Context: an optimization exercise on an open-source flow, tuned for small area, a short achievable clock period and few clock cycles. The choices shown serve that exercise and are no tape-out recipe.
In this exercise RTL edits were held to simulation tests only and were not proved equivalent to the original.
No activity file was given, so power comes from the tool's default toggle rates.

## design/flow/run.sh

```bash
#!/bin/bash
# synth_recipe.tcl (not shown) runs the flow's synth.tcl, then flattens the netlist and writes it again
# the make line also repeats each setting of config.mk as NAME=value (left out here)
make -C /OpenROAD-flow-scripts/flow DESIGN_CONFIG=/design/flow/config.mk WORK_HOME=/design/flow/orfs CLKGATE_MAP_FILE= SYNTH_SCRIPT=/design/flow/synth_recipe.tcl finish
```

## design/flow/config.mk

```make
export PLATFORM = sky130hd
export DESIGN_NAME = secure_frv_masked_alu
export DESIGN_NICKNAME = secure_frv_masked_alu
export VERILOG_FILES = /design/flow/design.v
export SDC_FILE = /design/flow/constraint.sdc
export NUM_CORES = 4
export LEC_CHECK = 0
export CAP_MARGIN = 20
export CORE_MARGIN = 2
export CORE_UTILIZATION = 35
export SLEW_MARGIN = 20
```

## design/flow/design.v

```verilog
module dff (
    input clk,
    input d,
    output reg q
);
  always @(posedge clk) begin
    q <= d;
  end
endmodule
module register #(
    parameter integer N = 2   
) (
    input wire clk,
    input wire [N-1:0] d,
    output wire [N-1:0] q
);
  genvar i;
  generate
    for (i = 0; i < N; i = i + 1) begin : gen_register
      dff dff_i (
          .clk(clk),
          .d  (d[i]),
          .q  (q[i])
      );
    end
  endgenerate
endmodule
module dff_with_sync_reset (
  input clk,
  input rst,
  input d,
  output reg q
  );
  always @(posedge clk) begin
    if (rst) begin
      q <= 1'b0;
    end
    else begin
      q <= d;
    end
  end
endmodule
module register_with_sync_reset #(parameter integer BITWIDTH = 2) (
  input clk,
  input rst,
  input wire [BITWIDTH-1:0] d,
  output wire [BITWIDTH-1:0] q
  );
  genvar i;
  generate
    for (i = 0; i < BITWIDTH; i++) begin : gen_register
      dff_with_sync_reset dff_i (
        .clk(clk),
        .rst(rst),
        .d(d[i]),
        .q(q[i])
        );
    end
  endgenerate
endmodule
module register_with_sync_reset_en #(parameter integer BITWIDTH = 2) (
  input clk,
  input en,
  input rst,
  input wire [BITWIDTH-1:0] d,
  output wire [BITWIDTH-1:0] q
  );
  genvar i;
  generate
    for (i = 0; i < BITWIDTH; i++) begin : gen_register
      dff_with_sync_reset_en dff_i (
        .clk(clk),
        .en(en),
        .rst(rst),
        .d(d[i]),
        .q(q[i])
        );
    end
  endgenerate
endmodule
module dff_with_sync_reset_en (
  input clk,
  input en,
  input rst,
  input d,
  output reg q
  );
  always @(posedge clk) begin
    if (en) begin
      if (rst) begin
        q <= 1'b0;
      end
      else begin
        q <= d;
      end
    end
  end
endmodule
module decoder
    #(
        parameter integer D = 2,
        parameter integer N = D + 1
    )
    (
        input   clk,
        input   ena,
        input   rst,
        input   [N-1:0] port_a,
        input   [N-1:0] port_b,
        input   [N-1:0] port_r,
        output  [N-1:0] port_c
    );
    wire [N-1:0] b_masked;
    wire [N-1:0] b_masked_delayed;
    wire sum;
    assign b_masked = port_r ^ port_b;
    register_with_sync_reset_en #(.BITWIDTH(N)) delay_b_masked(
        .clk(clk),
        .en(ena),
        .rst(rst),
        .d(b_masked),
        .q(b_masked_delayed)
    );
    assign sum = ^b_masked_delayed;
    assign port_c = {N{sum}} & port_a;
endmodule
module dom_indep #(
    parameter integer D = 2,
    parameter integer N = D + 1,
    parameter integer L = ((D + 1) * D) / 2
) (
    input clk,
    input ena,
    input rst,
    input [N-1:0] port_a,
    input [N-1:0] port_b,
    input [L-1:0] port_r,
    output [N-1:0] port_c
);
  wire [N-1:0][N-1:0] partial_products;
  wire [N-1:0][N-1:0] partial_products_delayed;
  genvar i, j;
  for (i = 0; i < N; i = i + 1) begin : gen_sym_partial_product
    assign partial_products[i][i] = (port_a[i] & port_b[i]);
    for (j = i + 1; j < N; j = j + 1) begin : gen_asym_partial_product
      assign partial_products[i][j] = (port_a[i] & port_b[j]) ^ port_r[i+(j*(j-1)/2)];
      assign partial_products[j][i] = (port_a[j] & port_b[i]) ^ port_r[i+(j*(j-1)/2)];
    end
  end
  for (i = 0; i < N; i = i + 1) begin : gen_delayed_partial_product
    register_with_sync_reset_en #(
        .BITWIDTH(N)
    ) delay_partial_products (
        .clk(clk),
        .en(ena),
        .rst(rst),
        .d  (partial_products[i]),
        .q  (partial_products_delayed[i])
    );
  end
  for (i = 0; i < N; i = i + 1) begin : gen_result_by_recombining
    assign port_c[i] = ^(partial_products_delayed[i]);
  end
endmodule
module dom_dep
    #(
        parameter integer D = 2,
        parameter integer N = D+1,
        parameter integer L = ((D+1)*D)/2,
        parameter integer PIPELINING = 1
    )
    (
        input           clk,
        input           ena,
        input           rst,
        input   [N-1:0] port_a,
        input   [N-1:0] port_b,
        input   [N-1:0] port_r1,     
        input   [L-1:0] port_r2,     
        output  [N-1:0] port_c
    );
    wire [N-1:0] a_delayed;
    wire [N-1:0] dom_mul_out;
    wire [N-1:0] dom_dec_out;
    if(PIPELINING==1) begin : gen_pipline
        register_with_sync_reset_en #(.BITWIDTH(N)) delay_a(
            .clk(clk),
            .en(ena),
            .rst(rst),
            .d(port_a),
            .q(a_delayed)
        );
    end
    else begin : gen_no_pipeline
        assign a_delayed = port_a;
    end
    dom_indep #(.D(D)) dom_mul(
        .clk(clk),
        .ena(ena),
        .rst(rst),
        .port_a(port_a),
        .port_b(port_r1),
        .port_r(port_r2),
        .port_c(dom_mul_out)
    );
    decoder #(.D(D)) dom_dec(
        .clk(clk),
        .ena(ena),
        .rst(rst),
        .port_a(a_delayed),
        .port_b(port_b),
        .port_r(port_r1),
        .port_c(dom_dec_out)
    );
    assign port_c = dom_mul_out ^ dom_dec_out;
endmodule
module dom_dep_multibit
    #(
        parameter integer D = 1,
        parameter integer BIT_WIDTH = 1,
        parameter integer PIPELINING = 1,
        parameter integer N = D+1,
        parameter integer L = ((D+1)*D)/2
    )
    (
        input   clk,
        input   ena,
        input   rst,
        input   [BIT_WIDTH-1:0][N-1:0] port_a,
        input   [BIT_WIDTH-1:0][N-1:0] port_b,
        input   [BIT_WIDTH-1:0][N-1:0] port_r1,
        input   [BIT_WIDTH-1:0][L-1:0] port_r2,
        output  [BIT_WIDTH-1:0][N-1:0] port_c
    );
    genvar i;
    generate
        for(i=0; i < BIT_WIDTH; i=i+1) begin : gen_dom_dep_mulbit
            dom_dep #( .D(D), .PIPELINING(PIPELINING)) dom_dep (
                .clk(clk),
                .ena(ena),
                .rst(rst),
                .port_a(port_a[i]),
                .port_b(port_b[i]),
                .port_r1(port_r1[i]),
                .port_r2(port_r2[i]),
                .port_c(port_c[i])
            );
        end
    endgenerate
endmodule
module frv_masked_shfrot(
input  [31:0] s    ,  
input  [ 4:0] shamt,  
input  [31:0] rp   ,  
input         srli ,  
input         slli ,  
input         rori ,  
output [31:0] r       
);
wire left = slli;
wire right= srli | rori;
wire [31:0] l0 =  s;
wire [31:0]  l1;
wire [31:0]  l2;
wire [31:0]  l4;
wire [31:0]  l8;
wire [31:0] l16;
wire         l1_rpr = (rori)? l0[   0] : rp[    0];
wire [ 1:0]  l2_rpr = (rori)? l1[ 1:0] : rp[ 2: 1];
wire [ 3:0]  l4_rpr = (rori)? l2[ 3:0] : rp[ 6: 3];
wire [ 7:0]  l8_rpr = (rori)? l4[ 7:0] : rp[14: 7];
wire [15:0] l16_rpr = (rori)? l8[15:0] : rp[30:15];
wire [31:0] l1_left  = {l0[30:0], rp[31]};
wire [31:0] l1_right = {l1_rpr  , l0[31:1]};
wire l1_l  = left  && shamt[0];
wire l1_r  = right && shamt[0];
wire l1_n  =         !shamt[0];
assign l1  = {32{l1_l}} & l1_left  |
             {32{l1_r}} & l1_right |
             {32{l1_n}} & l0       ;
wire [31:0] l2_left  = {l1[29:0], rp[30:29]};
wire [31:0] l2_right = {l2_rpr  , l1[31: 2]};
wire l2_l  = left  && shamt[1];
wire l2_r  = right && shamt[1];
wire l2_n  =         !shamt[1];
assign l2  = {32{l2_l}} & l2_left  |
             {32{l2_r}} & l2_right |
             {32{l2_n}} & l1       ;
wire [31:0] l4_left  = {l2[27:0], rp[28:25]};
wire [31:0] l4_right = {l4_rpr  , l2[31: 4]};
wire l4_l  = left  && shamt[2];
wire l4_r  = right && shamt[2];
wire l4_n  =         !shamt[2];
assign l4  = {32{l4_l}} & l4_left  |
             {32{l4_r}} & l4_right |
             {32{l4_n}} & l2       ;
wire [31:0] l8_left  = {l4[23:0], rp[24:17]};
wire [31:0] l8_right = {l8_rpr  , l4[31: 8]};
wire l8_l  = left  && shamt[3];
wire l8_r  = right && shamt[3];
wire l8_n  =         !shamt[3];
assign l8  = {32{l8_l}} & l8_left  |
             {32{l8_r}} & l8_right |
             {32{l8_n}} & l4       ;
wire [31:0] l16_left  = {l8[15:0], rp[16: 1]};
wire [31:0] l16_right = {l16_rpr , l8[31:16]};
wire l16_l  = left  && shamt[4];
wire l16_r  = right && shamt[4];
wire l16_n  =         !shamt[4];
assign l16  = {32{l16_l}} & l16_left  |
              {32{l16_r}} & l16_right |
              {32{l16_n}} & l8        ;
assign r = l16;
endmodule
module wrapper_frv_masked_shfrot #(
    parameter integer BIT_WIDTH = 32
) (
    input                 clk,
    input                 srli,    
    input                 slli,    
    input                 rori,    
    input                 ena,
    input [          4:0] shamt,   
    input [BIT_WIDTH-1:0] s0,      
    input [BIT_WIDTH-1:0] s1,      
    input [BIT_WIDTH-1:0] rp0,     
    output[BIT_WIDTH-1:0] r0,      
    output[BIT_WIDTH-1:0] r1,      
    output ready
);
  wire [BIT_WIDTH-1:0] shfrot_s0_out;
  wire [BIT_WIDTH-1:0] shfrot_s1_out;
  reg ctr_ready;
  always @(posedge clk) begin
    if (ready) ctr_ready <= 1'b0;
    else if (ena) ctr_ready <= 1'b1;
    else ctr_ready <= 1'b0;
  end
  assign ready = ctr_ready;
  frv_masked_shfrot shfrot_s0 (
      .shamt(shamt),
      .s(s0),
      .rp(rp0),
      .srli(srli),
      .slli(slli),
      .rori(rori),
      .r(shfrot_s0_out)
  );
  frv_masked_shfrot shfrot_s1 (
      .shamt(shamt),
      .s(s1),
      .rp(rp0),
      .srli(srli),
      .slli(slli),
      .rori(rori),
      .r(shfrot_s1_out)
  );
  register_with_sync_reset #(
      .BITWIDTH(BIT_WIDTH)
  ) sync_shift0 (
      .clk(clk),
      .rst(!ena),
      .d  (shfrot_s0_out),
      .q  (r0)
  );
  register_with_sync_reset #(
      .BITWIDTH(BIT_WIDTH)
  ) sync_shift1 (
      .clk(clk),
      .rst(!ena),
      .d  (shfrot_s1_out),
      .q  (r1)
  );
endmodule
module secure_frv_masked_barith (
    input  wire        g_resetn,
    input  wire        g_clk,
    input  wire        flush,
    input  wire        ena,
    input  wire        sub,        
    input  wire [31:0] i_gs0,
    input  wire [31:0] i_gs1,
    input  wire [31:0] mxor0,
    input  wire [31:0] mxor1,
    input  wire [31:0] mand0,
    input  wire [31:0] mand1,
    output wire [31:0] o_s0,
    output wire [31:0] o_s1,
    output wire        rdy
);
  parameter logic MASKING_ISE_DOM = 1'b1;
  parameter integer DELAY = 6;
  wire [31:0] p0, p1;
  wire [31:0] g0, g1;
  wire [31:0] p0_i, p1_i;
  wire [31:0] g0_i, g1_i;
  reg [DELAY-1:0] seq_cnt;
  reg toggel;
  always @(posedge g_clk) begin
    if (!g_resetn) begin
      toggel  <= 0;
      seq_cnt <= 1;
    end else if (flush) begin
      toggel  <= 0;
      seq_cnt <= 1;
    end else if (rdy) begin
      toggel  <= 0;
      seq_cnt <= 1;
    end
    else if (ena) begin
      if (toggel) begin
        seq_cnt <= seq_cnt << 1;
      end
      toggel <= ~toggel;
    end
    else begin
      seq_cnt <= 1;
    end
  end
  wire ini = ena && seq_cnt[0];
  assign p0_i = ({32{ini}} & mxor0) | ({32{!ini}} & p0);
  assign p1_i = ({32{ini}} & mxor1) | ({32{!ini}} & p1);
  assign g0_i = ({32{ini}} & mand0) | ({32{!ini}} & g0);
  assign g1_i = ({32{ini}} & mand1) | ({32{!ini}} & g1);
  frv_masked_barith_seq_process #(
      .MASKING_ISE_DOM(MASKING_ISE_DOM),
      .DELAY(DELAY)
  ) seqproc_ins (
      .g_resetn(g_resetn),
      .g_clk   (g_clk),
      .ena     (ena),
      .i_gs0   (i_gs0),
      .i_gs1   (i_gs1),
      .toggel(toggel),
      .seq     (seq_cnt),
      .i_pk0   (p0_i),
      .i_pk1   (p1_i),
      .i_gk0   (g0_i),
      .i_gk1   (g1_i),
      .o_pk0   (p0),
      .o_pk1   (p1),
      .o_gk0   (g0),
      .o_gk1   (g1)
  );
  wire [31:0] o_s0_gated = mxor0 ^ {g0[30:0], 1'b0};
  wire [31:0] o_s1_gated = mxor1 ^ {g1[30:0], sub};
  assign o_s0 = o_s0_gated;
  assign o_s1 = o_s1_gated;
  assign rdy  = seq_cnt[DELAY-1];
endmodule
module frv_masked_barith_seq_process #(
    parameter logic MASKING_ISE_DOM = 1'b0,
    parameter integer DELAY = 6
) (
    input wire             g_resetn,
    input wire             g_clk,
    input wire             ena,
    input wire [     31:0] i_gs0,
    input wire [     31:0] i_gs1,
    input wire             toggel,
    input wire [DELAY-1:0] seq,
    input  wire [31:0] i_pk0,
    input  wire [31:0] i_pk1,
    input  wire [31:0] i_gk0,
    input  wire [31:0] i_gk1,
    output wire [31:0] o_pk0,
    output wire [31:0] o_pk1,
    output wire [31:0] o_gk0,
    output wire [31:0] o_gk1
);
  reg [31:0] gkj0, gkj1;
  reg [31:0] pkj0, pkj1;
  always @(*) begin
    gkj0 =  {32{ seq[  0]}} & {i_gk0[30:0], 1'd0} |
            {32{ seq[  1]}} & {i_gk0[29:0], 2'd0} |
            {32{ seq[  2]}} & {i_gk0[27:0], 4'd0} |
            {32{ seq[  3]}} & {i_gk0[23:0], 8'd0} |
            {32{|seq[5:4]}} & {i_gk0[15:0],16'd0} ;  
    gkj1 =  {32{ seq[  0]}} & {i_gk1[30:0], 1'd0} |
            {32{ seq[  1]}} & {i_gk1[29:0], 2'd0} |
            {32{ seq[  2]}} & {i_gk1[27:0], 4'd0} |
            {32{ seq[  3]}} & {i_gk1[23:0], 8'd0} |
            {32{|seq[5:4]}} & {i_gk1[15:0],16'd0} ;  
    pkj0 =  {32{ seq[  0]}} & {i_pk0[30:0], 1'd0} |
            {32{ seq[  1]}} & {i_pk0[29:0], 2'd0} |
            {32{ seq[  2]}} & {i_pk0[27:0], 4'd0} |
            {32{|seq[5:3]}} & {i_pk0[23:0], 8'd0} ;  
    pkj1 =  {32{ seq[  0]}} & {i_pk1[30:0], 1'd0} |
            {32{ seq[  1]}} & {i_pk1[29:0], 2'd0} |
            {32{ seq[  2]}} & {i_pk1[27:0], 4'd0} |
            {32{|seq[5:3]}} & {i_pk1[23:0], 8'd0} ;  
  end
  generate
    if (MASKING_ISE_DOM == 1'b1) begin : gen_sni_dom_indep
      wire ena_dom;
      wire ena_post_dom;
      assign ena_dom = g_resetn & ena & toggel;
      assign ena_post_dom = g_resetn & ena & (!toggel);
      wire [31:0] i_tg0 = (gkj0 & i_pk0);
      wire [31:0] i_tg1 = i_gs0 ^ i_gk0 ^ (gkj0 & i_pk1);
      wire [31:0] i_tg2 = i_gs0 ^ i_gk1 ^ (gkj1 & i_pk0);
      wire [31:0] i_tg3 = (gkj1 & i_pk1);
      wire [31:0] tg0, tg1;
      wire [31:0] tg2, tg3;
      wire [31:0] tg0tg1, tg2tg3;
      register_with_sync_reset #(.BITWIDTH(32)) ff_tg0 (
          .clk(g_clk),
          .rst(ena_dom),
          .d(i_tg0),
          .q(tg0)
        );
      register_with_sync_reset #(.BITWIDTH(32)) ff_tg1 (
          .clk(g_clk),
          .rst(ena_dom),
          .d(i_tg1),
          .q(tg1)
        );
      register_with_sync_reset #(.BITWIDTH(32)) ff_tg2 (
          .clk(g_clk),
          .rst(ena_dom),
          .d(i_tg2),
          .q(tg2)
        );
      register_with_sync_reset #(.BITWIDTH(32)) ff_tg3 (
          .clk(g_clk),
          .rst(ena_dom),
          .d(i_tg3),
          .q(tg3)
        );
      assign tg0tg1 = tg0 ^ tg1;
      assign tg2tg3 = tg2 ^ tg3;
      register_with_sync_reset #(.BITWIDTH(32)) ff_o_gk0 (
          .clk(g_clk),
          .rst(ena_post_dom),
          .d(tg0tg1),
          .q(o_gk0)
        );
      register_with_sync_reset #(.BITWIDTH(32)) ff_o_gk1 (
          .clk(g_clk),
          .rst(ena_post_dom),
          .d(tg2tg3),
          .q(o_gk1)
        );
      wire [31:0] i_tp0 = (i_pk0 & pkj0);
      wire [31:0] i_tp1 = i_gs1 ^ (i_pk0 & pkj1);
      wire [31:0] i_tp2 = i_gs1 ^ (i_pk1 & pkj0);
      wire [31:0] i_tp3 = (i_pk1 & pkj1);
      wire [31:0] tp0, tp1;
      wire [31:0] tp2, tp3;
      wire [31:0] tp0tp1, tp2tp3;
      register_with_sync_reset #(.BITWIDTH(32)) ff_tp0 (
          .clk(g_clk),
          .rst(ena_dom),
          .d(i_tp0),
          .q(tp0)
        );
      register_with_sync_reset #(.BITWIDTH(32)) ff_tp1 (
          .clk(g_clk),
          .rst(ena_dom),
          .d(i_tp1),
          .q(tp1)
        );
      register_with_sync_reset #(.BITWIDTH(32)) ff_tp2 (
          .clk(g_clk),
          .rst(ena_dom),
          .d(i_tp2),
          .q(tp2)
        );
      register_with_sync_reset #(.BITWIDTH(32)) ff_tp3 (
          .clk(g_clk),
          .rst(ena_dom),
          .d(i_tp3),
          .q(tp3)
        );
      assign tp0tp1 = tp0 ^ tp1;
      assign tp2tp3 = tp2 ^ tp3;
      register_with_sync_reset #(.BITWIDTH(32)) ff_o_pk0 (
          .clk(g_clk),
          .rst(ena_post_dom),
          .d(tp0tp1),
          .q(o_pk0)
        );
      register_with_sync_reset #(.BITWIDTH(32)) ff_o_pk1 (
          .clk(g_clk),
          .rst(ena_post_dom),
          .d(tp2tp3),
          .q(o_pk1)
        );
    end else begin : gen_masking
      wire [31:0] pk0 = i_gs1 ^ (i_pk0 & pkj1) ^ (i_pk0 | ~pkj0);
      wire [31:0] pk1 = i_gs1 ^ (i_pk1 & pkj1) ^ (i_pk1 | ~pkj0);
      FF_Nb #(
          .Nb(32)
      ) ff_pk0 (
          .g_resetn(g_resetn),
          .g_clk(g_clk),
          .ena(ena),
          .din(pk0),
          .dout(o_pk0)
      );
      FF_Nb #(
          .Nb(32)
      ) ff_pk1 (
          .g_resetn(g_resetn),
          .g_clk(g_clk),
          .ena(ena),
          .din(pk1),
          .dout(o_pk1)
      );
      wire [31:0] gk0 = i_gk0 ^ (gkj0 & i_pk1) ^ (gkj0 | ~i_pk0);
      wire [31:0] gk1 = i_gk1 ^ (gkj1 & i_pk1) ^ (gkj1 | ~i_pk0);
      FF_Nb #(
          .Nb(32)
      ) ff_gk0 (
          .g_resetn(g_resetn),
          .g_clk(g_clk),
          .ena(ena),
          .din(gk0),
          .dout(o_gk0)
      );
      FF_Nb #(
          .Nb(32)
      ) ff_gk1 (
          .g_resetn(g_resetn),
          .g_clk(g_clk),
          .ena(ena),
          .din(gk1),
          .dout(o_gk1)
      );
    end
  endgenerate
endmodule
module frv_masked_and #(
    parameter integer BIT_WIDTH    = 32
) (
    input  wire                 g_clk,
    input wire                  resetn,
    input  wire                 clk_en,   
    input  wire [BIT_WIDTH-1:0] z0,       
    input  wire [BIT_WIDTH-1:0] z1,       
    input  wire [BIT_WIDTH-1:0] z2,       
    input  wire [BIT_WIDTH-1:0] ax,       
    input  wire [BIT_WIDTH-1:0] ay,       
    input  wire [BIT_WIDTH-1:0] bx,       
    input  wire [BIT_WIDTH-1:0] by,       
    output wire [BIT_WIDTH-1:0] qx,       
    output wire [BIT_WIDTH-1:0] qy        
);
  localparam integer D = 1;   
  localparam integer N = D + 1;   
  localparam integer L = ((D + 1) * D) / 2;   
  wire [BIT_WIDTH-1:0][N-1:0] a;
  wire [BIT_WIDTH-1:0][N-1:0] b;
  wire [BIT_WIDTH-1:0][N-1:0] r1;
  wire [BIT_WIDTH-1:0][L-1:0] r2;
  wire [BIT_WIDTH-1:0][N-1:0] c;
  genvar i;
  generate
    for (i = 0; i < BIT_WIDTH; i = i + 1) begin : gen_port_mapping
      assign a[i][0] = ax[i];
      assign a[i][1] = bx[i];
      assign b[i][0] = ay[i];
      assign b[i][1] = by[i];
      assign r1[i][0] = z0[i];
      assign r1[i][1] = z1[i];
      assign r2[i][0] = z2[i];
      assign qx[i] = c[i][0];
      assign qy[i] = c[i][1];
    end
  endgenerate
  dom_dep_multibit #(
      .D(D),
      .BIT_WIDTH(BIT_WIDTH)
  ) dom_dep_multibit (
      .clk(g_clk),
      .ena(clk_en),
      .rst(!resetn),
      .port_a(a),      
      .port_b(b),      
      .port_r1(r1),    
      .port_r2(r2),    
      .port_c(c)
  );
endmodule
module secure_frv_masked_bitwise #(
    parameter logic MASKING_ISE_DOM = 1'b1,
    parameter integer INSECURE_XOR  = 0,   
    parameter integer BIT_WIDTH     = 32
) (
    input  wire                 g_resetn,  
    input  wire                 g_clk,
    input  wire                 ena,
    input  wire [BIT_WIDTH-1:0] i_remask0,  
    input  wire [BIT_WIDTH-1:0] i_remask1,  
    input  wire [BIT_WIDTH-1:0] i_remask2,  
    input  wire [BIT_WIDTH-1:0] i_remask3,  
    input  wire [BIT_WIDTH-1:0] i_a0,
    input  wire [BIT_WIDTH-1:0] i_a1,
    input  wire [BIT_WIDTH-1:0] i_b0,
    input  wire [BIT_WIDTH-1:0] i_b1,
    output wire [BIT_WIDTH-1:0] o_xor0,
    output wire [BIT_WIDTH-1:0] o_xor1,
    output wire [BIT_WIDTH-1:0] o_and0,
    output wire [BIT_WIDTH-1:0] o_and1,
    output wire [BIT_WIDTH-1:0] o_ior0,
    output wire [BIT_WIDTH-1:0] o_ior1,
    output wire [BIT_WIDTH-1:0] o_not0,
    output wire [BIT_WIDTH-1:0] o_not1,
    output wire                 rdy
);
  generate
    if (MASKING_ISE_DOM == 1'b1) begin : gen_masking_DOM
      frv_masked_and #(
          .BIT_WIDTH(BIT_WIDTH)
      ) i_dom_and (
          .g_clk (g_clk),
          .resetn(g_resetn),
          .clk_en(ena),
          .z0    (i_remask0),
          .z1    (i_remask1),
          .z2    (i_remask2),
          .ax    (i_a0),
          .ay    (i_b0),
          .bx    (i_a1),
          .by    (i_b1),
          .qx    (o_and0),
          .qy    (o_and1)
      );
    end else begin : gen_no_masking
      assign o_and0 = i_remask0 ^ (i_a0 & i_b1) ^ (i_a0 | ~i_b0);
      assign o_and1 = i_remask0 ^ (i_a1 & i_b1) ^ (i_a1 | ~i_b0);
    end
  endgenerate
  generate
    if (INSECURE_XOR == 0) begin : gen_secure_non_leaking_version
      wire [BIT_WIDTH-1:0] xor0, xor0_delayed;
      wire [BIT_WIDTH-1:0] xor1, xor1_delayed;
      assign xor0 = i_remask3 ^ i_a0 ^ i_b0;
      assign xor1 = i_remask3 ^ i_a1 ^ i_b1;
      register_with_sync_reset #(
          .BITWIDTH(BIT_WIDTH)
      ) delay_xor0 (
          .clk(g_clk),
          .rst(!g_resetn),
          .d  (xor0),
          .q  (xor0_delayed)
      );
      register_with_sync_reset #(
          .BITWIDTH(BIT_WIDTH)
      ) delay_xor1 (
          .clk(g_clk),
          .rst(!g_resetn),
          .d  (xor1),
          .q  (xor1_delayed)
      );
      assign o_xor0 = xor0_delayed;
      assign o_xor1 = xor1_delayed;
    end
  endgenerate
  assign o_ior0 = o_and0;
  assign o_ior1 = ~o_and1;
  assign o_not0 = i_a0;
  assign o_not1 = ~i_a1;
  localparam integer PosEdg = 1;
  generate
  if (PosEdg == 1) begin : gen_ready_signal_for_only_positive_clocks
    reg [1:0] ctr_ready;
    always @(posedge g_clk) begin
      if (rdy) ctr_ready  <= 2'h1;
      else if (ena) ctr_ready  <= ctr_ready << 1;
      else ctr_ready <= 2'h1;
    end
    assign rdy = ctr_ready[1];
  end else begin : gen_ready_signal_for_double_pumped_clocks
    assign rdy = ena;
  end
  endgenerate
endmodule
module FF_Nb #(
    parameter integer Nb  = 1,
    parameter logic   EDG = 1
) (
    input wire g_resetn,
    g_clk,
    input wire ena,
    input wire [Nb-1:0] din,
    output reg [Nb-1:0] dout
);
  generate
    if (EDG == 1'b1) begin : gen_posedge_ff
      always @(posedge g_clk) begin
        if (!g_resetn) dout <= {Nb{1'b0}};
        else if (ena) dout <= din;
      end
    end else begin : gen_negedge_ff
      always @(negedge g_clk) begin
        if (!g_resetn) dout <= {Nb{1'b0}};
        else if (ena) dout <= din;
      end
    end
  endgenerate
endmodule
module secure_frv_masked_alu #(
    parameter integer XL = 31
) (
    input wire g_clk,     
    input wire g_resetn,  
    input wire valid,   
    input wire flush,   
    input wire op_b2a,        
    input wire op_a2b,        
    input wire op_b_mask,     
    input wire op_b_remask,   
    input wire op_a_mask,     
    input wire op_a_remask,   
    input wire op_b_not,      
    input wire op_b_and,      
    input wire op_b_ior,      
    input wire op_b_xor,      
    input wire op_b_add,      
    input wire op_b_sub,      
    input wire op_b_srli,     
    input wire op_b_slli,     
    input wire op_b_rori,     
    input wire op_a_add,      
    input wire op_a_sub,      
    input wire op_f_mul,      
    input wire op_f_aff,      
    input wire op_f_sqr,      
    input wire prng_update,   
    input wire [XL:0] rs1_s0,   
    input wire [XL:0] rs1_s1,   
    input wire [XL:0] rs2_s0,   
    input wire [XL:0] rs2_s1,   
    input wire [XL:0] z0_in,
    input wire [XL:0] z1_in,
    input wire [XL:0] z2_in,
    input wire [XL:0] z3_in,
    input wire [XL:0] z4_in,
    input wire [XL:0] z5_in,
    output wire        ready,   
    output wire [XL:0] rd_s0,   
    output wire [XL:0] rd_s1    
);
  localparam integer XLEN = 32;
wire s_op_b2a     ;
wire s_op_a2b     ;
wire s_op_b_mask  ;
wire s_op_b_remask;
wire s_op_a_mask  ;
wire s_op_a_remask;
wire s_op_b_not   ;
wire s_op_b_and   ;
wire s_op_b_ior   ;
wire s_op_b_xor   ;
wire s_op_b_add   ;
wire s_op_b_sub   ;
wire s_op_b_srli  ;
wire s_op_b_slli  ;
wire s_op_b_rori  ;
wire s_op_a_add   ;
wire s_op_a_sub   ;
wire s_op_f_mul   ;
wire s_op_f_aff   ;
wire s_op_f_sqr   ;
    assign s_op_b2a     = op_b2a     ;        
    assign s_op_a2b     = op_a2b     ;        
    assign s_op_b_mask  = op_b_mask  ;     
    assign s_op_b_remask= op_b_remask;   
    assign s_op_a_mask  = op_a_mask  ;     
    assign s_op_a_remask= op_a_remask;   
    assign s_op_b_not   = op_b_not   ;      
    assign s_op_b_and   = op_b_and   ;      
    assign s_op_b_ior   = op_b_ior   ;      
    assign s_op_b_xor   = op_b_xor   ;      
    assign s_op_b_add   = op_b_add   ;      
    assign s_op_b_sub   = op_b_sub   ;      
    assign s_op_b_srli  = op_b_srli  ;     
    assign s_op_b_slli  = op_b_slli  ;     
    assign s_op_b_rori  = op_b_rori  ;     
    assign s_op_a_add   = op_a_add   ;      
    assign s_op_a_sub   = op_a_sub   ;      
    assign s_op_f_mul   = op_f_mul   ;      
    assign s_op_f_aff   = op_f_aff   ;      
    assign s_op_f_sqr   = op_f_sqr   ;      
  wire [XL:0] madd0, madd1;
  wire [XL:0] b2a_a0;
  wire [XL:0] b2a_b0;
  wire [XL:0] b2a_b1;
  parameter logic MASKING_ISE_TRNG = 1'b0;
  parameter logic MASKING_ISE_DOM = 1'b1;
  parameter logic ENABLE_FAFF = 0;
  parameter logic ENABLE_FMUL = 0;
  parameter logic ENABLE_BARITH = 1;
  parameter logic ENABLE_ARITH = 0;
  wire [XL:0] prng0;
  wire [XL:0] n_prng0;
  wire [XL:0] prng1;
  wire [XL:0] n_prng1;
  wire [XL:0] prng2;
  wire [XL:0] n_prng2;
  wire [XL:0] z0;
  wire [XL:0] z1;
  wire [XL:0] z2;
  wire [XL:0] z3;
  wire [XL:0] z4;
  wire [XL:0] z5;
      assign z0 = z0_in;
      assign z1 = z1_in;
      assign z2 = z2_in;
      assign z3 = z3_in;
      assign z4 = z4_in;
      assign z5 = z5_in;
  wire nrs2_opt = (s_op_b_ior || s_op_b_sub);
  wire [XL:0] op_a0, op_a1, op_b0, op_b1;
  assign op_a0 = rs1_s0;
  assign op_a1 = s_op_b_ior ? ~rs1_s1 : s_op_b2a ? rs1_s1 : s_op_a2b ? {XLEN{1'b0}} : rs1_s1;
  assign op_b0 = ({XLEN{s_op_b2a}} & b2a_b0) | ({XLEN{!(s_op_b2a || s_op_a2b)}} & rs2_s0);
  assign op_b1 = nrs2_opt ? ~rs2_s1 : s_op_b2a ? b2a_b1 : s_op_a2b ? ~rs1_s1 : rs2_s1;
  wire [XL:0] mxor0, mxor1;
  wire [XL:0] mand0, mand1;
  wire [XL:0] mior0, mior1;
  wire [XL:0] mnot0, mnot1;
  wire dologic = !flush && (s_op_b_xor || s_op_b_and || s_op_b_ior || s_op_b_not);
  wire op_b_addsub = !flush && (s_op_b_add || s_op_b_sub || s_op_b2a || s_op_a2b);
  reg  ctrl_do_arith;
  wire mlogic_ena = valid && (dologic || op_b_addsub) && !ctrl_do_arith;
  wire mlogic_rdy;
  secure_frv_masked_bitwise #(
      .MASKING_ISE_DOM(MASKING_ISE_DOM)
  ) msklogic_ins (
      .g_resetn(g_resetn),
      .g_clk(g_clk),
      .ena(mlogic_ena),
      .i_remask0(z0),   
      .i_remask1(z1),   
      .i_remask2(z4),   
      .i_remask3(z5),   
      .i_a0(op_a0),
      .i_a1(op_a1),
      .i_b0(op_b0),
      .i_b1(op_b1),
      .o_xor0(mxor0),
      .o_xor1(mxor1),
      .o_and0(mand0),
      .o_and1(mand1),
      .o_ior0(mior0),
      .o_ior1(mior1),
      .o_not0(mnot0),
      .o_not1(mnot1),
      .rdy(mlogic_rdy)
  );
  assign b2a_a0 = rs1_s0;
  wire [XL:0] b2a_b1_lat;
  wire        b2a_ini = s_op_b2a && mlogic_ena;
  FF_Nb #(
      .Nb(XLEN)
  ) ff_b2a_b0 (
      .g_resetn(g_resetn),
      .g_clk   (g_clk),
      .ena     (b2a_ini),
      .din     (b2a_b1),
      .dout    (b2a_b1_lat)
  );
  wire [XL:0] b2a_gs = z2 ^ z3;  
  assign b2a_b1 = (mlogic_ena ? b2a_gs : b2a_b1_lat) & {XLEN{s_op_b2a}};
  assign b2a_b0 = {XLEN{1'b0}};  
  wire op_b2a_latched;   
  FF_Nb ff_dob2a (
      .g_resetn(g_resetn),
      .g_clk   (g_clk),
      .ena     (valid),
      .din     (s_op_b2a),
      .dout    (op_b2a_latched)
  );
  wire [XL:0] madd0_gated = op_b2a_latched ? madd0 : {XLEN{1'b0}};
  wire [XL:0] madd1_gated = op_b2a_latched ? madd1 : {XLEN{1'b0}};
  wire [XL:0] madd0_gated_sync;
  wire [XL:0] madd1_gated_sync;
  wire        madd_rdy;
  register_with_sync_reset #(.BITWIDTH(XLEN)) reg_mb2a0_out_v2 (
    .clk(g_clk),
    .rst(!((s_op_b2a) & madd_rdy)),
    .d(madd0_gated),
    .q(madd0_gated_sync)
  );
  register_with_sync_reset #(.BITWIDTH(XLEN)) reg_mb2a1_out_v2 (
    .clk(g_clk),
    .rst(!((s_op_b2a) & madd_rdy)),
    .d(madd1_gated),
    .q(madd1_gated_sync)
  );
  wire [XL:0] mb2a0 = madd0_gated_sync ^ madd1_gated_sync;
  wire [XL:0] mb2a1 = b2a_b0 ^ b2a_b1;
  wire        addsub_ena;
  wire        sub = s_op_b_sub || s_op_a2b;
  wire        u_0 = mand0[0] ^ (mxor0[0] && sub);
  wire        u_1 = mand1[0] ^ (mxor1[0] && sub);
  wire [XL:0] s_mand0 = {mand0[XL:1], u_0};
  wire [XL:0] s_mand1 = {mand1[XL:1], u_1};
  reg [2:0] ctrl_do_addsub;
  wire ctrl_do_addsub_o;
  always @(posedge g_clk) begin
    if (!g_resetn || (valid && madd_rdy)) begin
      ctrl_do_addsub <= 3'b001;
    end else if (addsub_ena && (op_b_addsub && !s_op_b2a) && (ctrl_do_addsub[2]!=1)) begin
      ctrl_do_addsub <= ctrl_do_addsub << 1;
    end else if (addsub_ena && (op_b_addsub && s_op_b2a && mlogic_rdy)&& (ctrl_do_addsub[2]!=1)) begin
      ctrl_do_addsub <= ctrl_do_addsub << 1;
    end
  end
  assign ctrl_do_addsub_o = (s_op_b_add || s_op_b_sub) ? (ctrl_do_addsub[2]) :
    (|ctrl_do_addsub[2:1]) ;
  generate
    if (ENABLE_BARITH) begin : gen_masked_barith_enabled
      secure_frv_masked_barith #(
          .MASKING_ISE_DOM(MASKING_ISE_DOM)
      ) mskaddsub_ins (
          .g_resetn(g_resetn),
          .g_clk   (g_clk),
          .flush   (flush),
          .ena     (ctrl_do_addsub_o),
          .sub     (sub),
          .i_gs0   (z2),               
          .i_gs1   (z3),               
          .mxor0   (mxor0),
          .mxor1   (mxor1),
          .mand0   (s_mand0),
          .mand1   (s_mand1),
          .o_s0    (madd0),
          .o_s1    (madd1),
          .rdy     (madd_rdy)
      );
    end else begin : gen_masked_barith_disabled
      assign madd0    = 32'b0;
      assign madd1    = 32'b0;
      assign madd_rdy = addsub_ena;
    end
  endgenerate
  wire       op_shr;
  wire       shr_rdy;
  wire [4:0] shamt;
  wire [XL:0] mshr0, mshr1;
  assign shamt = rs2_s0[4:0];
  assign op_shr  = s_op_b_srli || s_op_b_slli || s_op_b_rori;
  wrapper_frv_masked_shfrot shfrpt_ins (
    .clk(g_clk),
    .srli(s_op_b_srli),
    .slli(s_op_b_slli),
    .rori(s_op_b_rori),
    .ena(op_shr),
    .shamt(shamt),
    .s0(rs1_s0),
    .s1(rs1_s1),
    .rp0(z0),
    .r0(mshr0),
    .r1(mshr1),
    .ready(shr_rdy)
    );
  parameter integer SECURE_MASKING_OPERATION = 2;
  wire opmask = !flush && s_op_b_mask;   
  wire remask = !flush && s_op_b_remask;
  wire op_msk = opmask || remask;
  wire [XL:0] rmask0;
  wire [XL:0] rmask1;
  wire msk_rdy;
  generate
    if (SECURE_MASKING_OPERATION == 0) begin : gen_reference_masking_operation
      assign rmask0  = z0 ^ rs1_s0;
      assign rmask1  = z0 ^ ({XLEN{remask}} & rs1_s1);
      assign msk_rdy = valid & op_msk;
    end else if (SECURE_MASKING_OPERATION == 1) begin : gen_new_randomness_masking
      assign rmask0  = z5 ^ rs1_s0;
      assign rmask1  = z5 ^ ({XLEN{remask}} & rs1_s1);
      assign msk_rdy = valid & op_msk;
    end else if (SECURE_MASKING_OPERATION == 2) begin : gen_new_rand_and_reg_mask
      wire [XL:0] remask0_in;
      wire [XL:0] remask1_in;
      assign remask0_in = z5 ^ rs1_s0;
      assign remask1_in = z5 ^ ({XLEN{remask}} & rs1_s1);
      register_with_sync_reset #(
          .BITWIDTH(XLEN)
      ) delay_remask0 (
          .clk(g_clk),
          .rst(!((s_op_b_mask|s_op_b_remask) & (valid & op_msk))),
          .d  (remask0_in),
          .q  (rmask0)
      );
      register_with_sync_reset #(
          .BITWIDTH(XLEN)
      ) delay_remask1 (
          .clk(g_clk),
          .rst(!((s_op_b_mask|s_op_b_remask) & (valid & op_msk))),
          .d  (remask1_in),
          .q  (rmask1)
      );
    reg [1:0] ctr_msk_ready;
    always @(posedge g_clk) begin
      if (msk_rdy) ctr_msk_ready  <= 2'b01;
      else if (valid & op_msk) ctr_msk_ready  <= ctr_msk_ready << 1;
      else ctr_msk_ready <= 2'b01;
    end
    assign msk_rdy = ctr_msk_ready[1];
    end
  endgenerate
  wire [XL:0] amsk0, amsk1;
  wire op_amsk;
  wire amsk_rdy;
  generate
    if (ENABLE_ARITH == 1) begin : gen_masked_arith_enabled
      frv_masked_arith arithmask_ins (
          .i_a0  (rs1_s0),
          .i_a1  (rs1_s1),
          .i_b0  (rs2_s0),
          .i_b1  (rs2_s1),
          .i_gs  (z0),
          .mask  (op_a_mask),
          .remask(op_a_remask),
          .doadd (op_a_add),
          .dosub (op_a_sub),
          .o_r0  (amsk0),
          .o_r1  (amsk1)
      );
      assign op_amsk  = s_op_a_mask || s_op_a_remask || op_a_add || op_a_sub;
      assign amsk_rdy = valid & op_amsk;
    end else begin : gen_masked_arith_disabled
      assign amsk0 = {XLEN{1'b0}};
      assign amsk1 = {XLEN{1'b0}};
      assign op_amsk = 1'b0;
      assign amsk_rdy = 1'b0;
    end
  endgenerate
  wire [XL:0] mfaff0, mfaff1;
  wire [XL:0] mfmul0, mfmul1;
  generate
    if (ENABLE_FAFF) begin : gen_FAFF_ENABLED
      frv_masked_faff makfaff_ins (
          .i_a0(rs1_s0),
          .i_a1(rs1_s1),
          .i_mt({rs2_s1, rs2_s0}),
          .i_gs(z0),
          .o_r0(mfaff0),
          .o_r1(mfaff1)
      );
    end else begin : gen_FAFF_DISABLED
      assign mfaff0 = 32'b0;
      assign mfaff1 = 32'b0;
    end
  endgenerate
  generate
    if (ENABLE_FMUL) begin : gen_FMUL_ENABLED
      wire mskfmul_ena = op_f_mul || op_f_sqr;
      frv_masked_fmul #(
          .MASKING_ISE_DOM(MASKING_ISE_DOM)
      ) mskfmul_ins (
          .g_resetn(g_resetn),
          .g_clk   (g_clk),
          .ena     (mskfmul_ena),
          .i_a0    (rs1_s0),
          .i_a1    (rs1_s1),
          .i_b0    (rs2_s0),
          .i_b1    (rs2_s1),
          .i_sqr   (op_f_sqr),
          .i_gs    (z0),
          .o_r0    (mfmul0),
          .o_r1    (mfmul1)
      );
    end else begin : gen_FMUL_DISABLED
      assign mfmul0 = 32'b0;
      assign mfmul1 = 32'b0;
    end
  endgenerate
  wire mskfield_rdy = valid && (op_f_mul || op_f_aff || op_f_sqr);
      assign addsub_ena = valid && op_b_addsub;
  always @(posedge g_clk) begin
    if (!g_resetn || (valid && ready)) begin
      ctrl_do_arith <= 1'b0;
    end else if (valid) begin
      ctrl_do_arith <= dologic || op_b_addsub;
    end
  end
  wire [XL:0] mnot0_muted;
  wire [XL:0] mxor0_muted;
  wire [XL:0] mand0_muted;
  wire [XL:0] mior0_muted;
  wire [XL:0] madd0_muted;
  wire [XL:0] mnot1_muted;
  wire [XL:0] mxor1_muted;
  wire [XL:0] mand1_muted;
  wire [XL:0] mior1_muted;
  wire [XL:0] madd1_muted;
  register_with_sync_reset #(.BITWIDTH(XLEN)) mute_mnot0 (
    .clk(g_clk),
    .rst(!(s_op_b_not & mlogic_rdy)),
    .d(mnot0),
    .q(mnot0_muted)
  );
  register_with_sync_reset #(.BITWIDTH(XLEN)) mute_mnot1 (
    .clk(g_clk),
    .rst(!(s_op_b_not & mlogic_rdy)),
    .d(mnot1),
    .q(mnot1_muted)
  );
  register_with_sync_reset #(.BITWIDTH(XLEN)) mute_mxor0 (
    .clk(g_clk),
    .rst(!(s_op_b_xor & mlogic_rdy)),
    .d(mxor0),
    .q(mxor0_muted)
  );
  register_with_sync_reset #(.BITWIDTH(XLEN)) mute_mxor1 (
    .clk(g_clk),
    .rst(!(s_op_b_xor & mlogic_rdy)),
    .d(mxor1),
    .q(mxor1_muted)
  );
  register_with_sync_reset #(.BITWIDTH(XLEN)) mute_mand0 (
    .clk(g_clk),
    .rst(!(s_op_b_and & mlogic_rdy)),
    .d(mand0),
    .q(mand0_muted)
  );
  register_with_sync_reset #(.BITWIDTH(XLEN)) mute_mand1 (
    .clk(g_clk),
    .rst(!(s_op_b_and & mlogic_rdy)),
    .d(mand1),
    .q(mand1_muted)
  );
  register_with_sync_reset #(.BITWIDTH(XLEN)) mute_mior0 (
    .clk(g_clk),
    .rst(!(s_op_b_ior & mlogic_rdy)),
    .d(mior0),
    .q(mior0_muted)
  );
  register_with_sync_reset #(.BITWIDTH(XLEN)) mute_mior1 (
    .clk(g_clk),
    .rst(!(s_op_b_ior & mlogic_rdy)),
    .d(mior1),
    .q(mior1_muted)
  );
  register_with_sync_reset #(.BITWIDTH(XLEN)) mute_madd0 (
    .clk(g_clk),
    .rst(!((s_op_b_add | s_op_b_sub) & madd_rdy)),
    .d(madd0),
    .q(madd0_muted)
  );
  register_with_sync_reset #(.BITWIDTH(XLEN)) mute_madd1 (
    .clk(g_clk),
    .rst(!((s_op_b_add | s_op_b_sub) & madd_rdy)),
    .d(madd1),
    .q(madd1_muted)
  );
  assign rd_s0 =mnot0_muted |
                mxor0_muted |
                mand0_muted |
                mior0_muted |
                mshr0 |  
                madd0_muted |
                mb2a0 |  
                rmask0;  
  assign rd_s1 =mnot1_muted |
                mxor1_muted |
                mand1_muted |
                mior1_muted |
                mshr1 |  
                madd1_muted |
                mb2a1 |   
                rmask1;   
  reg b2a_rdy;
  always @(posedge g_clk) begin
    if (madd_rdy) b2a_rdy <= 1'b1;
    else b2a_rdy <= 1'b0;
  end
  wire mlogic_rdy_delayed;
  register #(.N(1)) delay_logic_rdy (
    .clk(g_clk),
    .d(mlogic_rdy),
    .q(mlogic_rdy_delayed)
  );
  wire madd_rdy_delayed;
  register #(.N(1)) delay_madd_rdy (
    .clk(g_clk),
    .d(madd_rdy),
    .q(madd_rdy_delayed)
  );
  assign ready = (dologic && mlogic_rdy_delayed) ||
      ((s_op_b_add || s_op_b_sub) && madd_rdy_delayed) || (b2a_rdy && s_op_b2a) || shr_rdy || msk_rdy ||
               amsk_rdy || mskfield_rdy;
endmodule
```

## design/flow/constraint.sdc

```tcl
create_clock -name core_clock -period 7.0 [get_ports {g_clk}]
set_input_delay 1.4000 -clock core_clock [delete_from_list [all_inputs] [get_ports {g_clk}]]
set_output_delay 1.4000 -clock core_clock [all_outputs]
set_load 0.01 [all_outputs]
```

==> metrics.csv <==
stage,metric,value,unit
outcome,outcome,no timing/DRC/antenna violations,
critical_path,critical_path_class,input port to output pin,
timing,setup_ws,0.939,ns
logic_synthesis,yosys_warnings,10,
clock_tree,cts_resized,0,
timing,fin_setup_tns,0,ns
clock_tree,cts.sinks,1249,
global_route,met3_usage,6.32,%
clock_tree,h-tree-depth,4,
logic_synthesis,synth_edf_count,256,
logic_synthesis,synth-async-reset-ratio,0,%
floorplanning,ioPinCount,410,
detailed_routing,route.detailed.drc,0,
timing,slew_headroom,17.2,%
global_route,first_global_vias,48500,
power,power-per-cell-area,347,nW/um^2
timing,worst_pin_slew,1.23,ns
clock_tree,post_cts_buffers,0,
clock_tree,cts-buffers-inserted,135,
logic_synthesis,synth_area_leaders,"dfxtp_1 34%, edfxtp_1 13%, xnor2_1 9.0%",
floorplanning,die_w,415,um
floorplanning,dieHeight,415,um
finish,fin_cells,8890,
clock_tree,cts_tree,yes,
detailed_routing,routedWlPerCell,30.9,um
power,leakage,26.8,nW
detailed_routing,dr.pass1.iters,7,
timing,period_needed,6.06,ns
clock_tree,cts_hold_buf,0,
critical_path,end_kind,output pin,
timing,final-setup-viol-count,0,
hold_path,hold_class,register to register,
power,power,24.2,mW
critical_path,cp.required,5.60,ns
logic_synthesis,ys_ff_latch,1249,
logic_synthesis,yosysUniqueCellTypes,98,
critical_path,arrival,4.66,ns
clock_tree,clockBufferDepth,3,
placement,pre_cts_slack,0.967,ns
detailed_routing,vias,52000,
power,peakVddDrop,0.000151,V
detailed_routing,viasPerCell,5.85,
logic_synthesis,ys_seq_area_share,46.7,%
detailed_routing,ant_nets,0,
placement,hpwl,207,mm
critical_path,worst-path-max-fanout,45,
timing,hold_viol,0,
timing,finalClockSkew,0.0501,ns
placement,dpl.cell_count,8627,
critical_path,reg2reg_slack,3.22,ns
logic_synthesis,synthCells,6335,
floorplanning,core,167000,um^2
clock_tree,clock_latency,0.79,ns
global_route,grt_max_degree,165,
logic_synthesis,synthTopCellsByCount,"993 x dfxtp_1, 802 x nor2_1, 606 x xnor2_1",
timing,timing.final.crit_share,86.6,%
global_route,grt_usage,30.7,%
global_route,grt_antenna_before_repair,39,
global_route,met1_usage,41.1,%
logic_synthesis,syn_nets,6681,
timing,fmax,0.165,GHz
finish,layout.nets,6906,
logic_synthesis,syn-cell-area,59100,um^2
global_route,grtUsageMet2,46.3,%
finish,drive_gt1_share,7.80,%
clock_tree,cts_root_buffer,clkbuf_16,
logic_synthesis,syn_area_per_cell,9.32,um^2
detailed_routing,drt-initial-drc-count,7573,
flow_run,drv_cap,0,
global_route,gr-total-overflow,0,
placement,gp_congestion,1.02,
floorplanning,start_util,35.3,%
clock_tree,clk_pin_slew,0.06,ns
timing,finalMaxSlewViolations,0,
logic_synthesis,synth_top_area_share,33.7,%
critical_path,startpoint_type,input port,
global_route,top_usage_layer,met2,
logic_synthesis,synth_ff_type,dfxtp_1,
finish,syn2layout_area_growth,17.9,%
timing,rsz0062_at_grt,no,
floorplanning,die-area,172000,um^2
finish,fin_area,69600,um^2
global_route,grt_pass1_wl,379,mm
placement,placed_cell_area,65200,um^2
logic_synthesis,yosysMostFrequentCell,dfxtp_1,
detailed_routing,wirelength,275,mm
placement,portBuffers,404,
floorplanning,rows,150,
logic_synthesis,yosysTopAreaCell,dfxtp_1,
[final cells by class]
| cell class | count | area (um^2) |
|---|---|---|
| diodes | 20 | 50.0 |
| clock buffers | 199 | 3950 |
| clock inverters | 44 | 485 |
| fillers | 16400 | 97800 |
| inverters | 85 | 319 |
| multi-input cells | 4552 | 29400 |
| flip-flops and latches | 1249 | 27600 |
| well taps | 2204 | 2760 |
| repair buffers | 537 | 5140 |
[report_power, final]
group / switching [mW] / internal [mW]
logic: 4.63 / 2.81
registers: 0.813 / 8.79
clock network: 3.06 / 4.10
[critical path: stages]
cell and delay, ns:
clkdlybuf4s50_1 0.61, nor2b_1 0.52, o21ai_4 0.15, nor2_4 0.13
buf_12 0.29, buf_4 0.39, mux2i_1 0.15, o21ai_0 0.38
clkdlybuf4s50_1 0.62
[logic make-up after synthesis]
group	count (synthesis)	share of synthesized area (%)
DFF	1249	46.7
AOI/OAI and AO/OA	1334	16.1
xor gates and xnor gates	854	12.7
adders and majority gates	1	0.0212
buffers and inverters	534	3.83
and+or+nand+nor	2185	17.5
muxes	178	3.14
[per-stage QoR]
stage               hold slack [ns]  util (%)
floorplan                     0.388         -
global placement              0.399      38.9
detailed placement            0.398      38.9
CTS                           0.408      41.6
global route                  0.436      41.6
finish                        0.408      41.6
[final timing paths]
path                     startpoint  endpoint  cells past startpoint
setup / recovery              flush  rd_s1[7]                      9
hold / removal             register  register                      2
setup reg to reg  ctrl_do_addsub[1]  register                      9
hold reg to reg            register  register                      2
[routing by layer]
layer	routed length, um	up-vias
met5	69	-
met4	16900	10
met3	26000	567
met2	118000	3075
met1	113000	25600
li1	-	22800
[cell usage in the layout (no fill, tap or decap), types with 183 or more instances in the layout]
master and instances:
dfxtp_1 989, and2_1 241, o21ai_0 196, clkdlybuf4s50_1 392, nand2_1 458, edfxtp_1 256, and3_1 183, nor2_1 795
xor2_1 246, xnor2_1 605
Testbench counts, summed over its fixed seeds: cycles 75,975.

re-timing with driven ports:
How much do the figures lean on ideal ports? The routed layout below was timed once more, with nothing changed but the port constraints. Step 1 sets driving cells, clkbuf_16 on the clock port and buf_2 on the other inputs (assumed; they add their load-dependent delay and slew). Step 2, shift: input delay + t, output delay - t, t = (earliest + latest rising clock arrival at the registers) / 2. This alone moves slack from input paths to output paths. Slacks: ideal / step 1 / step 2; pairs: ideal / step 1.
t (ns): 0.849
setup WS [ns]: 0.939 / 0.838 / 0.838
hold WS [ns]: 0.408 / 0.408 / 0.408
After both steps setup and hold are still met in this run. The setup slack of this run moves by -0.101 ns with the drivers and by -0.101 ns with both steps.
